Background: an optimization exercise with open tools, aiming at small area, a short achievable clock period and few clock cycles. Do not read the settings as production practice.

==> inputs of run a <==
==> flow/design.v <==
module relu #(
    parameter DATA_WIDTH = 32
)(
    input  wire                  en,
    input  wire [DATA_WIDTH-1:0] in,
    output wire [DATA_WIDTH-1:0] out
);
    assign out = (en && in[DATA_WIDTH-1]) ? {DATA_WIDTH{1'b0}} : in;
endmodule
module maxpool2 #(
    parameter DATA_WIDTH = 32
)(
    input  wire                  first,
    input  wire [DATA_WIDTH-1:0] acc,
    input  wire [DATA_WIDTH-1:0] in,
    output wire [DATA_WIDTH-1:0] out
);
    assign out = (first || in > acc) ? in : acc;
endmodule
module conv_for_nmcu #(
    parameter DATABUS_WIDTH = 32,
    parameter DIGIT = 8
)(
    input  wire [DATABUS_WIDTH-1:0] s_in,
    input  wire [DATABUS_WIDTH-1:0] c_in,
    input  wire [DATABUS_WIDTH-1:0] a,
    input  wire [DIGIT-1:0]         d,
    output wire [DATABUS_WIDTH-1:0] s_out,
    output wire [DATABUS_WIDTH-1:0] c_out
);
    localparam W = DATABUS_WIDTH;
    function automatic [2*W-1:0] csa(input [W-1:0] x, input [W-1:0] y, input [W-1:0] z);
        reg [W-1:0] maj;
        begin
            maj = (x & y) | (x & z) | (y & z);
            csa = {x ^ y ^ z, maj[W-2:0], 1'b0};
        end
    endfunction
    wire [W-1:0] pp [0:7];
    genvar g;
    generate
        for (g = 0; g < 8; g = g + 1) begin : PP
            assign pp[g] = (a << g) & {W{d[g]}};
        end
    endgenerate
    wire [W-1:0] a1, b1, a2, b2, a3, b3;
    assign {a1, b1} = csa(s_in, c_in, pp[0]);
    assign {a2, b2} = csa(pp[1], pp[2], pp[3]);
    assign {a3, b3} = csa(pp[4], pp[5], pp[6]);
    wire [W-1:0] c1, d1, c2, d2;
    assign {c1, d1} = csa(a1, b1, a2);
    assign {c2, d2} = csa(b2, a3, b3);
    wire [W-1:0] e1, f1;
    assign {e1, f1} = csa(c1, d1, c2);
    wire [W-1:0] g1, h1;
    assign {g1, h1} = csa(e1, f1, d2);
    assign {s_out, c_out} = csa(g1, h1, pp[7]);
endmodule
module nmcu #(
    parameter ADDR_WIDTH = 16,
    parameter DATABUS_WIDTH = 32,
    parameter MAX_DESCS = 4,
    parameter MAX_INPUT_DIM=4,
    parameter MAX_KERNEL_DIM=3
) (
    input wire clk,
    input wire rst,
    input wire start,
    output reg done,
    input wire [ADDR_WIDTH-1:0] nmcu_desc,
    input wire [ADDR_WIDTH-1:0] input_addr,
    input wire [ADDR_WIDTH-1:0] output_addr,
    input wire [$clog2(MAX_INPUT_DIM):0] full_input_width,
    input wire [$clog2(MAX_INPUT_DIM):0] full_input_height,
    input wire [$clog2(MAX_INPUT_DIM):0] full_output_width,
    input wire [$clog2(MAX_INPUT_DIM):0] full_output_height,
    output reg mem_w,
    output reg mem_sel,
    output wire [ADDR_WIDTH-1:0] address_bus,
    input wire [DATABUS_WIDTH-1:0] data_bus_in,
    output wire [DATABUS_WIDTH-1:0] data_bus_out,
    input wire ready
);
    localparam [2:0] S_IDLE  = 3'd0,
                     S_DESC  = 3'd1,    
                     S_KLOAD = 3'd2,    
                     S_CONV  = 3'd3,    
                     S_LOAD  = 3'd4,    
                     S_MAXP  = 3'd5,    
                     S_WB    = 3'd6,    
                     S_FIN   = 3'd7;
    localparam [1:0] T_NOP = 2'd0, T_CONV = 2'd1, T_MAXP = 2'd2, T_RELU = 2'd3;
    (* fsm_encoding = "none" *) reg [2:0] st;
    reg        l0;         
    reg        pend;       
    reg        got;        
    reg  [1:0] typ;        
    reg  [2:0] hh, ww;     
    reg  [1:0] kk;         
    reg  [2:0] fiw;        
    reg  [1:0] r, c, i, j;
    reg  [15:0] address, ptr;
    reg  [31:0] xin;       
    reg  [31:0] bd;        
    reg  [31:0] s, cy;     
    (* mem2reg *) reg [31:0] buf_q [0:15];
    reg        step0;      
    reg        gate;       
    reg  [3:1] ph;         
    reg        mlast;      
    reg  [3:0] opos;       
    reg        mx_v, mx_first, mx_last;
    reg  [3:0] mx_pos;
    reg        we_q;       
    reg  [3:0] wa_q;
    reg  [5:0] delta_q;
    assign address_bus  = address;
    assign data_bus_out = bd;
    wire xfer = mem_sel && ready;
    wire [1:0] kb = (st == S_CONV || st == S_KLOAD) ? kk - 2'd1 :
                    (st == S_MAXP) ? 2'd1 : 2'd0;
    wire [2:0] hk = hh - {1'b0, kk};
    wire [2:0] wk = ww - {1'b0, kk};
    wire [1:0] rb = (st == S_CONV)  ? hk[1:0] :
                    (st == S_KLOAD) ? 2'd0 :
                    (st == S_MAXP)  ? hh[2:1] - 2'd1 : hh[1:0] - 2'd1;
    wire [1:0] cb = (st == S_CONV)  ? wk[1:0] :
                    (st == S_KLOAD) ? 2'd0 :
                    (st == S_MAXP)  ? ww[2:1] - 2'd1 : ww[1:0] - 2'd1;
    wire j_end = (j == kb);
    wire i_end = (i == kb);
    wire c_end = (c == cb);
    wire r_end = (r == rb);
    wire iter_end = j_end && i_end && c_end && r_end;
    wire [1:0] nj = j_end ? 2'd0 : j + 2'd1;
    wire [1:0] ni = j_end ? (i_end ? 2'd0 : i + 2'd1) : i;
    wire [1:0] nc = (j_end && i_end) ? (c_end ? 2'd0 : c + 2'd1) : c;
    wire [1:0] nr = (j_end && i_end && c_end) ? (r_end ? 2'd0 : r + 2'd1) : r;
    wire [3:0] k2 = (kk == 2'd1) ? 4'd1 : (kk == 2'd2) ? 4'd4 : 4'd9;
    wire kwalk = (st == S_KLOAD) || (st == S_CONV && !l0);
    wire [2:0] m = (st == S_WB) ? ww : fiw;
    wire [3:0] kbm = (kb == 2'd0) ? 4'd0 : (kb == 2'd1) ? {1'b0, m} : {m, 1'b0};
    wire [5:0] d_i = kwalk ? 6'd1 : {3'd0, m} - {4'd0, kb};
    wire [5:0] d_c = kwalk ? 6'd1 - {2'd0, k2} : 6'd1 - {2'd0, kbm} - {4'd0, kb};
    wire [5:0] d_r = kwalk ? 6'd1 - {2'd0, k2} : {3'd0, m} - {2'd0, kbm} - {4'd0, cb} - {4'd0, kb};
    wire [5:0] delta = (st == S_DESC || !j_end) ? 6'd1 : !i_end ? d_i : !c_end ? d_c : d_r;
    wire [15:0] addr_step = address + {{10{delta_q[5]}}, delta_q};
    wire [3:0] kpos = 4'd0 - k2 + i * kk + j;
    wire [1:0] rrow = ((st == S_MAXP) ? {r[0], 1'b0} : r) + i;
    wire [1:0] rcol = ((st == S_MAXP) ? {c[0], 1'b0} : c) + j;
    wire [3:0] rpos = (st == S_CONV && l0) ? kpos : {rrow, rcol};
    wire [31:0] rd_raw = buf_q[rpos];
    wire [31:0] rd;
    relu #(.DATA_WIDTH(32)) u_relu (.en(pend), .in(rd_raw), .out(rd));
    wire stepping = step0 || (|ph);
    wire [31:0] s_o, c_o;
    conv_for_nmcu u_mac (
        .s_in (gate ? 32'd0 : s),
        .c_in (gate ? 32'd0 : cy),
        .a    (xin),
        .d    (bd[7:0]),
        .s_out(s_o),
        .c_out(c_o)
    );
    wire [31:0] mx_o;
    maxpool2 #(.DATA_WIDTH(32)) u_max (.first(mx_first), .acc(s), .in(bd), .out(mx_o));
    wire [31:0] sum = s + cy;
    always @(posedge clk) begin
        got <= xfer;
        delta_q <= delta;
        if (ready)
            xin <= data_bus_in;
        else
            xin <= {xin[23:0], 8'd0};
        if (stepping && !ph[3])
            bd <= {8'd0, bd[31:8]};
        else
            bd <= rd;
        if (stepping) begin
            s  <= s_o;
            cy <= c_o;
        end else if (mx_v) begin
            s  <= mx_o;
            cy <= 32'd0;
        end
        if (we_q)
            buf_q[wa_q] <= (st == S_KLOAD || st == S_LOAD) ? xin : sum;
        step0 <= xfer && st == S_CONV;
        gate  <= xfer && st == S_CONV && i == 2'd0 && j == 2'd0;
        ph    <= {ph[2:1], step0};
        if (step0) begin
            mlast <= i_end && j_end;
            opos  <= {r, c};
        end
        mx_v     <= st == S_MAXP;
        mx_first <= (i == 2'd0) && (j == 2'd0);
        mx_last  <= i_end && j_end;
        mx_pos   <= {r, c};
        we_q <= 1'b0;
        if (xfer && st == S_KLOAD) begin
            we_q <= 1'b1;
            wa_q <= kpos;
        end else if (xfer && st == S_LOAD) begin
            we_q <= 1'b1;
            wa_q <= {r, c};
        end else if (ph[3] && mlast) begin
            we_q <= 1'b1;
            wa_q <= opos;
        end else if (mx_v && mx_last) begin
            we_q <= 1'b1;
            wa_q <= mx_pos;
        end
        case (st)
            S_IDLE: begin
                address <= nmcu_desc;
                fiw <= full_input_width;
            end
            S_DESC: begin
                if (got) begin
                    typ <= xin[1:0];
                    ww <= xin[4:2];
                    hh <= xin[8:6];
                    kk <= xin[11:10];
                    ptr <= addr_step;
                    r <= 2'd0;
                    c <= 2'd0;
                    i <= 2'd0;
                    j <= 2'd0;
                    if (xin[1:0] == T_CONV)
                        address <= xin[31:16];
                    else if (l0)
                        address <= input_addr;
                    else if (xin[1:0] == T_NOP)
                        address <= output_addr;
                    else
                        address <= addr_step;
                end
            end
            S_KLOAD: begin
                if (got) begin
                    i <= ni;
                    j <= nj;
                    address <= iter_end ? input_addr : addr_step;
                end
            end
            S_CONV: begin
                if (got) begin
                    r <= nr;
                    c <= nc;
                    i <= ni;
                    j <= nj;
                    address <= iter_end ? ptr : addr_step;
                end
            end
            S_LOAD: begin
                if (got) begin
                    r <= nr;
                    c <= nc;
                    address <= !iter_end ? addr_step :
                               (typ == T_NOP) ? output_addr : ptr;
                end
            end
            S_MAXP: begin
                r <= nr;
                c <= nc;
                i <= ni;
                j <= nj;
                if (iter_end)
                    address <= ptr;
            end
            S_WB: begin
                if (got) begin
                    r <= nr;
                    c <= nc;
                    address <= addr_step;
                end
            end
            default: ;
        endcase
    end
    always @(posedge clk or posedge rst) begin
        if (rst) begin
            st <= S_IDLE;
            done <= 1'b0;
            mem_sel <= 1'b0;
            mem_w <= 1'b0;
            l0 <= 1'b1;
            pend <= 1'b0;
        end else begin
            if (xfer)
                mem_sel <= 1'b0;
            if (st == S_WB && xfer && iter_end)
                done <= 1'b1;
            case (st)
                S_IDLE: begin
                    if (start) begin
                        mem_sel <= 1'b1;
                        st <= S_DESC;
                    end
                end
                S_DESC: begin
                    if (got) begin
                        if (xin[1:0] == T_CONV) begin
                            mem_sel <= 1'b1;
                            st <= l0 ? S_KLOAD : S_CONV;
                        end else if (l0) begin
                            mem_sel <= 1'b1;
                            st <= S_LOAD;
                            if (xin[1:0] == T_RELU)
                                pend <= 1'b1;
                        end else if (xin[1:0] == T_NOP) begin
                            mem_w <= 1'b1;
                            mem_sel <= 1'b1;
                            st <= S_WB;
                        end else if (xin[1:0] == T_RELU) begin
                            pend <= 1'b1;
                            mem_sel <= 1'b1;
                        end else begin
                            st <= S_MAXP;
                        end
                    end
                end
                S_KLOAD: begin
                    if (got) begin
                        mem_sel <= 1'b1;
                        if (iter_end)
                            st <= S_CONV;
                    end
                end
                S_CONV: begin
                    if (got) begin
                        mem_sel <= 1'b1;
                        if (iter_end) begin
                            l0 <= 1'b0;
                            pend <= 1'b0;
                            st <= S_DESC;
                        end
                    end
                end
                S_LOAD: begin
                    if (got) begin
                        if (iter_end) begin
                            if (typ == T_MAXP) begin
                                st <= S_MAXP;
                            end else if (typ == T_NOP) begin
                                mem_w <= 1'b1;
                                mem_sel <= 1'b1;
                                st <= S_WB;
                            end else begin
                                l0 <= 1'b0;
                                mem_sel <= 1'b1;
                                st <= S_DESC;
                            end
                        end else begin
                            mem_sel <= 1'b1;
                        end
                    end
                end
                S_MAXP: begin
                    if (iter_end) begin
                        l0 <= 1'b0;
                        pend <= 1'b0;
                        mem_sel <= 1'b1;
                        st <= S_DESC;
                    end
                end
                S_WB: begin
                    if (got) begin
                        if (iter_end)
                            st <= S_FIN;
                        else
                            mem_sel <= 1'b1;
                    end
                end
                default: ;
            endcase
        end
    end
endmodule
==> flow/run.sh <==
#!/bin/bash
# synth_recipe.tcl (not shown) runs the flow's synth.tcl, then flattens the netlist and writes it again
# the make line also repeats each setting of config.mk as NAME=value (left out here)
make -C /OpenROAD-flow-scripts/flow DESIGN_CONFIG=/design/flow/config.mk WORK_HOME=/design/flow/orfs CLKGATE_MAP_FILE= SYNTH_SCRIPT=/design/flow/synth_recipe.tcl finish
==> flow/config.mk <==
export PLATFORM = sky130hd
export DESIGN_NAME = nmcu
export DESIGN_NICKNAME = nmcu
export VERILOG_FILES = /design/flow/design.v
export SDC_FILE = /design/flow/constraint.sdc
export NUM_CORES = 8
export LEC_CHECK = 0
export ABC_CLOCK_PERIOD_IN_PS = 3500
export CAP_MARGIN = 20
export CORE_MARGIN = 2
export CORE_UTILIZATION = 55
export CTS_BUF_LIST = sky130_fd_sc_hd__clkbuf_8
export PLACE_DENSITY = 0.65
export SLEW_MARGIN = 20
==> flow/constraint.sdc <==
create_clock -name core_clock -period 16.0 [get_ports {clk}]
set_input_delay 3.2000 -clock core_clock [delete_from_list [all_inputs] [get_ports {clk}]]
set_output_delay 3.2000 -clock core_clock [all_outputs]
set_load 0.01 [all_outputs]
==> run b: changes against run a <==
--- a/flow/design.v
+++ b/flow/design.v
@@ -110,6 +110,10 @@
     reg        mlast;      
     reg  [3:0] opos;       
+    reg        ma_v, ma_first, ma_last;
+    reg  [3:0] ma_pos;
     reg        mx_v, mx_first, mx_last;
     reg  [3:0] mx_pos;
+    reg        mgo;        
+    reg        mend;       
     reg        we_q;       
     reg  [3:0] wa_q;
@@ -118,14 +122,17 @@
     assign data_bus_out = bd;
     wire xfer = mem_sel && ready;
-    wire [1:0] kb = (st == S_CONV || st == S_KLOAD) ? kk - 2'd1 :
-                    (st == S_MAXP) ? 2'd1 : 2'd0;
     wire [2:0] hk = hh - {1'b0, kk};
     wire [2:0] wk = ww - {1'b0, kk};
-    wire [1:0] rb = (st == S_CONV)  ? hk[1:0] :
-                    (st == S_KLOAD) ? 2'd0 :
-                    (st == S_MAXP)  ? hh[2:1] - 2'd1 : hh[1:0] - 2'd1;
-    wire [1:0] cb = (st == S_CONV)  ? wk[1:0] :
-                    (st == S_KLOAD) ? 2'd0 :
-                    (st == S_MAXP)  ? ww[2:1] - 2'd1 : ww[1:0] - 2'd1;
+    reg  [1:0] kb, rb, cb;
+    always @(posedge clk) begin
+        kb <= (st == S_CONV || st == S_KLOAD) ? kk - 2'd1 :
+              (st == S_MAXP) ? 2'd1 : 2'd0;
+        rb <= (st == S_CONV)  ? hk[1:0] :
+              (st == S_KLOAD) ? 2'd0 :
+              (st == S_MAXP)  ? hh[2:1] - 2'd1 : hh[1:0] - 2'd1;
+        cb <= (st == S_CONV)  ? wk[1:0] :
+              (st == S_KLOAD) ? 2'd0 :
+              (st == S_MAXP)  ? ww[2:1] - 2'd1 : ww[1:0] - 2'd1;
+    end
     wire j_end = (j == kb);
     wire i_end = (i == kb);
@@ -150,5 +157,8 @@
     wire [1:0] rcol = ((st == S_MAXP) ? {c[0], 1'b0} : c) + j;
     wire [3:0] rpos = (st == S_CONV && l0) ? kpos : {rrow, rcol};
-    wire [31:0] rd_raw = buf_q[rpos];
+    reg  [3:0] rpos_q;
+    always @(posedge clk)
+        rpos_q <= rpos;
+    wire [31:0] rd_raw = buf_q[rpos_q];
     wire [31:0] rd;
     relu #(.DATA_WIDTH(32)) u_relu (.en(pend), .in(rd_raw), .out(rd));
@@ -193,26 +203,23 @@
             opos  <= {r, c};
         end
-        mx_v     <= st == S_MAXP;
-        mx_first <= (i == 2'd0) && (j == 2'd0);
-        mx_last  <= i_end && j_end;
-        mx_pos   <= {r, c};
-        we_q <= 1'b0;
-        if (xfer && st == S_KLOAD) begin
-            we_q <= 1'b1;
-            wa_q <= kpos;
-        end else if (xfer && st == S_LOAD) begin
-            we_q <= 1'b1;
-            wa_q <= {r, c};
-        end else if (ph[3] && mlast) begin
-            we_q <= 1'b1;
-            wa_q <= opos;
-        end else if (mx_v && mx_last) begin
-            we_q <= 1'b1;
-            wa_q <= mx_pos;
-        end
+        ma_v     <= st == S_MAXP && mgo;
+        mend     <= st == S_MAXP && mgo && iter_end;
+        ma_first <= (i == 2'd0) && (j == 2'd0);
+        ma_last  <= i_end && j_end;
+        ma_pos   <= {r, c};
+        mx_v     <= ma_v;
+        mx_first <= ma_first;
+        mx_last  <= ma_last;
+        mx_pos   <= ma_pos;
+        we_q <= (xfer && (st == S_KLOAD || st == S_LOAD)) ||
+                (ph[3] && mlast) || (mx_v && mx_last);
+        wa_q <= (st == S_KLOAD) ? kpos :
+                (st == S_LOAD)  ? {r, c} :
+                ph[3] ? opos : mx_pos;
         case (st)
             S_IDLE: begin
                 address <= nmcu_desc;
                 fiw <= full_input_width;
+                mgo <= 1'b0;
             end
             S_DESC: begin
@@ -262,10 +269,15 @@
             end
             S_MAXP: begin
-                r <= nr;
-                c <= nc;
-                i <= ni;
-                j <= nj;
-                if (iter_end)
-                    address <= ptr;
+                mgo <= 1'b1;
+                if (mgo) begin
+                    r <= nr;
+                    c <= nc;
+                    i <= ni;
+                    j <= nj;
+                    if (iter_end) begin
+                        address <= ptr;
+                        mgo <= 1'b0;
+                    end
+                end
             end
             S_WB: begin
@@ -288,4 +300,6 @@
             pend <= 1'b0;
         end else begin
+            if (mend)
+                pend <= 1'b0;    
             if (xfer)
                 mem_sel <= 1'b0;
@@ -358,7 +372,6 @@
                 end
                 S_MAXP: begin
-                    if (iter_end) begin
+                    if (mgo && iter_end) begin
                         l0 <= 1'b0;
-                        pend <= 1'b0;
                         mem_sel <= 1'b1;
                         st <= S_DESC;
CTS_BUF_LIST = sky130_fd_sc_hd__clkbuf_16   (was sky130_fd_sc_hd__clkbuf_8)
CTS_CLUSTER_DIAMETER = 80   (was default)
CTS_CLUSTER_SIZE = 20   (was default)
==> flow_metrics.env <==
export IMPL_synth_xor_area_share_pct=1.614
export IMPL_post_route_util_pct=62.73
export IMPL_use_met1_pct=48.95
export IMPL_clk_pin_slew_ns=0.06
export IMPL_worst_slack_ns=9.942
export IMPL_cts_sinks=725
export IMPL_cpMaxStageDelayCell="a21oi_4"
export IMPL_rr_worst_depth=18
export IMPL_outcome="complete, no violations"
export IMPL_p_total_uw=10280
export IMPL_stdcell_count=4550
export IMPL_drt_pass1_iterations=8
export IMPL_p_seq_share_pct=28.4
export IMPL_async_flop_share_pct=1.103
The numbers above come from run a.

==> flow_metrics.env <==
export IMPL_outcome="complete, no violations"
export IMPL_p_total_uw=10690
export IMPL_rr_worst_depth=15
export IMPL_drt_pass1_iterations=9
export IMPL_synth_xor_area_share_pct=1.523
export IMPL_async_flop_share_pct=1.075
export IMPL_use_met1_pct=47.65
export IMPL_clk_pin_slew_ns=0.08
The numbers above come from run b.

No run of this note included a check of the RTL's function; only the layout flow was run.

-- re-timing with driven ports --
The results above use ideal ports. As a check the final layouts listed here were re-extracted and re-timed, cells and wires unchanged. Step 1 (the two cells are an assumption about what drives the block):
set clk [get_ports {clk}]
set_driving_cell -lib_cell sky130_fd_sc_hd__clkbuf_16 $clk
set_driving_cell -lib_cell sky130_fd_sc_hd__buf_2 [delete_from_list [all_inputs] $clk]
Step 2 also shifts input and output timing later by t, the mid clock arrival at the registers, as if the neighbouring blocks saw the same clock. a / b / c = ideal ports / drivers / drivers and shift; a / b = the first two.
run	t (ns)	slack for setup (ns)	worst setup path at the end	latest minus earliest clock arrival (ns)	slew at the worst register clock pin (ns)
run a	0.811	9.942 / 9.942 / 9.942	register to register	0.079 / 0.079	0.07 / 0.07
run b	0.703	10.776 / 10.703 / 10.886	input to register	0.058 / 0.057	0.09 / 0.09
After both steps every run listed still meets setup and hold.
